From an optimization exercise on the open Yosys and OpenROAD flow, aimed at small area; shortcuts taken in it are not production practice.
Function was checked by simulation only, so behaviour that the tests miss may differ from the original.
Power is estimated from default activity; no workload was simulated.

==> module secgen, before the edit <==
module secgen (
    input clk,
    input rst,
    output sec
);
localparam [12:0] S0   = 13'h0dc1;
localparam [12:0] SEND = 13'h1a6b;
localparam [12:0] MASK = 13'h167f;
reg [12:0] lfsr;
assign sec = (lfsr & MASK) == (SEND & MASK);
always_ff @(posedge clk) begin
    if (rst | sec)
        lfsr <= S0;
    else
        lfsr <= {lfsr[11:0], lfsr[12] ^ lfsr[0]};
end
endmodule
==> module afsm, before the edit <==
module afsm (
    input clk,
    input rst,
    input sec,
    output side,
    output chr,
    output [3:0] hex0n,
    output [3:0] hex1n
);
localparam [3:0] W3 = 4'd15;
reg s;
reg [3:0] p;
wire c = ~p[3] & ~p[2];
wire is_w3 = p[3] & p[2];
wire is_4 = p[2] & ~p[1] & ~p[0];
always_ff @(posedge clk) begin
    if (rst) begin
        s <= 1'b0; p <= 4'd9;
    end else if (is_w3)
        p <= 4'd3;
    else if (p == 4'd0) begin
        p <= 4'd9; s <= ~s;
    end else if (sec)
        p <= is_4 ? W3 : p - 4'd1;
end
wire [3:0] red   = is_w3 ? 4'd3 : p;
wire [3:0] green = (c | is_w3) ? p : p - 4'd4;
assign side = s;
assign chr = c;
assign hex0n = s ? red : green;
assign hex1n = s ? green : red;
endmodule
==> module lcddisp, before the edit <==
module lcddisp(
  input clk,
  input rst,
  output lcd_e, lcd_rs,
  output [7:0] data
);
reg [6:0] st;
reg e;
wire tc = (st & 7'd79) == 7'd15;
wire i0 = tc & ~e;
always_ff @(posedge clk) begin
  if (rst) begin
    st <= 7'd47; e <= 1'b0;
  end else if (tc) begin
    st <= e ? 7'd126 : 7'd127; e <= ~e;
  end else
    st <= {st[5:0], st[6] ^ st[3]};
end
reg [4:0] jd;
always_ff @(posedge clk) begin
  if (rst)
    jd <= 5'd30;
  else if (i0)
    jd <= (jd[4] & jd[3] & ~jd[1] & jd[0]) ? 5'd3 : jd + 5'd1;   
end
wire [9:0] tab =
  (jd == 5'd0) ? {8'h0C, 1'b1, 1'b1} :   
  (jd == 5'd1) ? {8'h06, 1'b1, 1'b1} :   
  (jd == 5'd2) ? {8'h01, 1'b1, 1'b1} :   
  (jd == 5'd3) ? {8'h80, 1'b1, 1'b0} :   
  (jd == 5'd4) ? {8'h54, 1'b0, 1'b0} :   
  (jd == 5'd5) ? {8'h68, 1'b0, 1'b0} :   
  (jd == 5'd6) ? {8'h69, 1'b0, 1'b0} :   
  (jd == 5'd7) ? {8'h20, 1'b0, 1'b0} :   
  (jd == 5'd8) ? {8'h4E, 1'b0, 1'b0} :   
  (jd == 5'd9) ? {8'h67, 1'b0, 1'b0} :   
  (jd == 5'd10) ? {8'h68, 1'b0, 1'b0} :   
  (jd == 5'd11) ? {8'h69, 1'b0, 1'b0} :   
  (jd == 5'd12) ? {8'h65, 1'b0, 1'b0} :   
  (jd == 5'd13) ? {8'h6D, 1'b0, 1'b0} :   
  (jd == 5'd14) ? {8'h20, 1'b0, 1'b0} :   
  (jd == 5'd15) ? {8'h35, 1'b0, 1'b1} :   
  (jd == 5'd16) ? {8'hC0, 1'b1, 1'b0} :   
  (jd == 5'd17) ? {8'h42, 1'b0, 1'b0} :   
  (jd == 5'd18) ? {8'h4D, 1'b0, 1'b0} :   
  (jd == 5'd19) ? {8'h44, 1'b0, 1'b0} :   
  (jd == 5'd20) ? {8'h54, 1'b0, 1'b0} :   
  (jd == 5'd21) ? {8'h20, 1'b0, 1'b0} :   
  (jd == 5'd22) ? {8'h44, 1'b0, 1'b0} :   
  (jd == 5'd23) ? {8'h48, 1'b0, 1'b0} :   
  (jd == 5'd24) ? {8'h42, 1'b0, 1'b0} :   
  (jd == 5'd25) ? {8'h4B, 1'b0, 1'b0} :   
  (jd == 5'd30) ? {8'h00, 1'b0, 1'b1} :   
  (jd == 5'd31) ? {8'h38, 1'b1, 1'b1} :   
  10'd0;
wire [7:0] rom = tab[9:2];
wire cmd_cur = tab[1];
wire cmd_next = tab[0];
assign data = rom;
assign lcd_e = e;
assign lcd_rs = ~(i0 ? cmd_next : cmd_cur);
endmodule
==> flow/config.mk <==
export PLATFORM = sky130hd
export DESIGN_NAME = lab5
export DESIGN_NICKNAME = lab5
export VERILOG_FILES = /design/flow/design.v
export SDC_FILE = /design/flow/constraint.sdc
export NUM_CORES = 4
export LEC_CHECK = 0
export CAP_MARGIN = 20
export CORE_MARGIN = 2
export CORE_UTILIZATION = 40
export SLEW_MARGIN = 20
==> flow/constraint.sdc <==
create_clock -name core_clock -period 10.0 [get_ports {clk}]
set_input_delay 2.0000 -clock core_clock [delete_from_list [all_inputs] [get_ports {clk}]]
set_output_delay 2.0000 -clock core_clock [all_outputs]
set_load 0.01 [all_outputs]
standard.sh (not shown) runs the stock make flow with config.mk's settings and CLKGATE_MAP_FILE= SYNTH_SCRIPT=/design/flow/synth_recipe.tcl, a recipe that flattens the netlist after the stock synthesis.
==> flow/flow/run.sh <==
#!/bin/bash
# Own layout flow: the standard synthesis, then the combinational logic
# between the standard synthesis's registers is re-mapped with a stronger ABC
# script (registers, their names and cell types untouched; the result is
# proven equivalent to the standard netlist, else the standard netlist is
# kept), then the standard layout steps from floorplan to finish.
set -uo pipefail
W=$(pwd)
F=$W/flow
PLAT=${FLOW_PLATFORM:-sky130hd}
LIB=$FLOW_HOME/platforms/$PLAT/lib/sky130_fd_sc_hd__tt_025C_1v80.lib
YOSYS=$FLOW_HOME/../tools/install/yosys/bin/yosys
[ -x "$YOSYS" ] || YOSYS=yosys
# IO buffers: the smallest buffer instead of the default pick
export BUFFER_PORTS_ARGS="-buffer_cell sky130_fd_sc_hd__buf_1"
# clock tree: small clock buffers, sinks in few clusters, no dummy loads
export CTS_ARGS="-sink_clustering_enable -repair_clock_nets -buf_list {sky130_fd_sc_hd__clkbuf_2 sky130_fd_sc_hd__clkbuf_4 sky130_fd_sc_hd__clkbuf_8} -root_buf sky130_fd_sc_hd__clkbuf_4 -sink_clustering_size 40 -sink_clustering_max_diameter 300 -dont_use_dummy_load"

bash standard.sh synth > $W/std_synth.log 2>&1 || { echo "standard synth failed"; exit 1; }
R=$W/orfs/results/$PLAT/lab5/base
cp $R/1_2_yosys.v $W/std_1_2_yosys.v
SEQ=$(grep -o "sky130_fd_sc_hd__[a-z0-9_]*" $W/std_1_2_yosys.v | sort -u | grep -E "__(df|edf|sdf|sedf|dl|conb)" | tr '\n' ' ')

SCRIPTS=()
for sd in 1 2 3 4 5 6 7; do
  SCRIPTS+=("+strash;&get,-n;&deepsyn,-T,60,-S,$sd;&put;&get,-n;&dch,-f;&nf,-R,1000;&put")
done
SCRIPTS+=("+strash;dc2;dc2;&get,-n;&syn2;&dch,-f;&nf,-R,1000;&put")
NC=${#SCRIPTS[@]}
for k in $(seq 0 $((NC-1))); do
  mkdir -p $W/resyn$k
  cat > $W/resyn$k/map.ys <<EOS
read_liberty -ignore_miss_func $LIB
blackbox $SEQ
read_verilog $W/std_1_2_yosys.v
hierarchy -top lab5
flatten -noscopeinfo
rename -hide w:_*_.*
hierarchy -top lab5
opt_clean
abc -liberty $LIB -dont_use *probe* -dont_use *lpflow* -script "${SCRIPTS[$k]}"
splitnets
opt_clean -purge
hilomap -singleton -hicell sky130_fd_sc_hd__conb_1 HI -locell sky130_fd_sc_hd__conb_1 LO
insbuf -buf sky130_fd_sc_hd__buf_4 A X
tee -o $W/resyn$k/stat.txt stat -liberty $LIB
write_verilog -noattr -nohex -nodec $W/resyn$k/net.v
EOS
  cat > $W/resyn$k/eq.ys <<EOS
read_liberty -ignore_miss_func $LIB
read_verilog $W/std_1_2_yosys.v
rename lab5 gold
read_verilog $W/resyn$k/net.v
rename lab5 gate
hierarchy -check
flatten -noscopeinfo gold gate
opt_clean
equiv_make gold gate equiv
hierarchy -top equiv
equiv_simple -seq 2
equiv_induct
equiv_status -assert
EOS
  ( cd $W/resyn$k && timeout 600 $YOSYS -q map.ys > $W/resyn$k/map.log 2>&1 \
    && timeout 600 $YOSYS eq.ys > $W/resyn$k/eq.log 2>&1 && touch $W/resyn$k/ok ) &
  if (( k % 4 == 3 )); then wait; fi
done
wait
BEST=""; BA=""
for k in $(seq 0 $((NC-1))); do
  [ -f $W/resyn$k/ok ] || continue
  A=$(grep "Chip area" $W/resyn$k/stat.txt | awk '{print $NF}')
  echo "candidate $k area $A" | tee -a $W/resyn.log
  if [ -z "$BA" ] || awk "BEGIN{exit !($A < $BA)}"; then BA=$A; BEST=$k; fi
done
if [ -n "$BEST" ]; then
  echo "using candidate $BEST ($BA)" | tee -a $W/resyn.log
  cp $W/resyn$BEST/net.v $R/1_2_yosys.v
  touch $R/1_2_yosys.v
else
  echo "no candidate passed; keeping the standard netlist" | tee -a $W/resyn.log
fi
bash standard.sh > $W/std_finish.log 2>&1 || { echo "standard layout failed"; tail -30 $W/std_finish.log; exit 1; }
The baseline ran to the end with no violations.
Then changed:
--- a/flow/design.v
+++ b/flow/design.v
@@ -24,14 +24,13 @@
     output sec
 );
-localparam [12:0] S0   = 13'h0dc1;
-localparam [12:0] SEND = 13'h1a6b;
-localparam [12:0] MASK = 13'h167f;
+localparam [12:0] S0   = 13'h1fff;
+localparam [12:0] SEND = 13'h127d;
 reg [12:0] lfsr;
-assign sec = (lfsr & MASK) == (SEND & MASK);
+assign sec = lfsr == SEND;
 always_ff @(posedge clk) begin
     if (rst | sec)
         lfsr <= S0;
     else
-        lfsr <= {lfsr[11:0], lfsr[12] ^ lfsr[0]};
+        lfsr <= {lfsr[11:0], lfsr[12] ^ lfsr[3] ^ lfsr[2] ^ lfsr[0]};
 end
 endmodule
@@ -49,18 +48,16 @@
 reg [3:0] p;
 wire c = ~p[3] & ~p[2];
-wire is_w3 = p[3] & p[2];
-wire is_4 = p[2] & ~p[1] & ~p[0];
 always_ff @(posedge clk) begin
     if (rst) begin
         s <= 1'b0; p <= 4'd9;
-    end else if (is_w3)
+    end else if (p == W3)
         p <= 4'd3;
     else if (p == 4'd0) begin
         p <= 4'd9; s <= ~s;
     end else if (sec)
-        p <= is_4 ? W3 : p - 4'd1;
+        p <= (p == 4'd4) ? W3 : p - 4'd1;
 end
-wire [3:0] red   = is_w3 ? 4'd3 : p;
-wire [3:0] green = (c | is_w3) ? p : p - 4'd4;
+wire [3:0] red   = (p == W3) ? 4'd3 : p;
+wire [3:0] green = (c | p == W3) ? p : p - 4'd4;
 assign side = s;
 assign chr = c;
@@ -107,13 +104,13 @@
 reg [6:0] st;
 reg e;
-wire tc = (st & 7'd79) == 7'd15;
+wire tc = st == 7'd19;
 wire i0 = tc & ~e;
 always_ff @(posedge clk) begin
   if (rst) begin
-    st <= 7'd47; e <= 1'b0;
+    st <= 7'd19; e <= 1'b0;
   end else if (tc) begin
-    st <= e ? 7'd126 : 7'd127; e <= ~e;
+    st <= e ? 7'd3 : 7'd1; e <= ~e;
   end else
-    st <= {st[5:0], st[6] ^ st[3]};
+    st <= {st[5:0], st[6] ^ st[0]};
 end
 reg [4:0] jd;
@@ -122,5 +119,5 @@
     jd <= 5'd30;
   else if (i0)
-    jd <= (jd[4] & jd[3] & ~jd[1] & jd[0]) ? 5'd3 : jd + 5'd1;   
+    jd <= (jd == 5'd25) ? 5'd3 : jd + 5'd1;
 end
 wire [9:0] tab =
The changed run passed the timing, DRC and antenna checks.
Global-route usage came out lower by 0.51 points.
Setup slack improved by 0.080 ns.
Register-to-register slack loses 0.26 ns.
Design area rises by a few percent.
Fmax is higher slightly.
Total power drops by a little under a tenth.
Cell count grows slightly.

## static timing again, ports no longer ideal
How much do the figures lean on ideal ports? The routed layouts below were timed once more, with nothing changed but the port constraints. Step 1 sets driving cells, clkbuf_16 on the clock port and buf_2 on the other inputs (assumed; they add their load-dependent delay and slew). Step 2 also shifts input and output timing later by t, the mid clock arrival at the registers, as if the neighbouring blocks saw the same clock. Slacks: ideal ports / drivers / drivers and shift; pairs: ideal ports / drivers.
run | shift t [ns] | slack for setup (ns) | worst setup path after step 2 | latest minus earliest clock arrival (ns)
the first run | 0.340 | 3.855 / 3.829 / 3.829 | input to output | 0.014 / 0.014
the second run | 0.339 | 3.935 / 3.912 / 3.912 | input to output | 0.020 / 0.020
After both steps setup and hold are still met in every run listed. The setup slack of the first run, which loses most, moves by -0.026 ns with the drivers and by -0.026 ns with both steps.
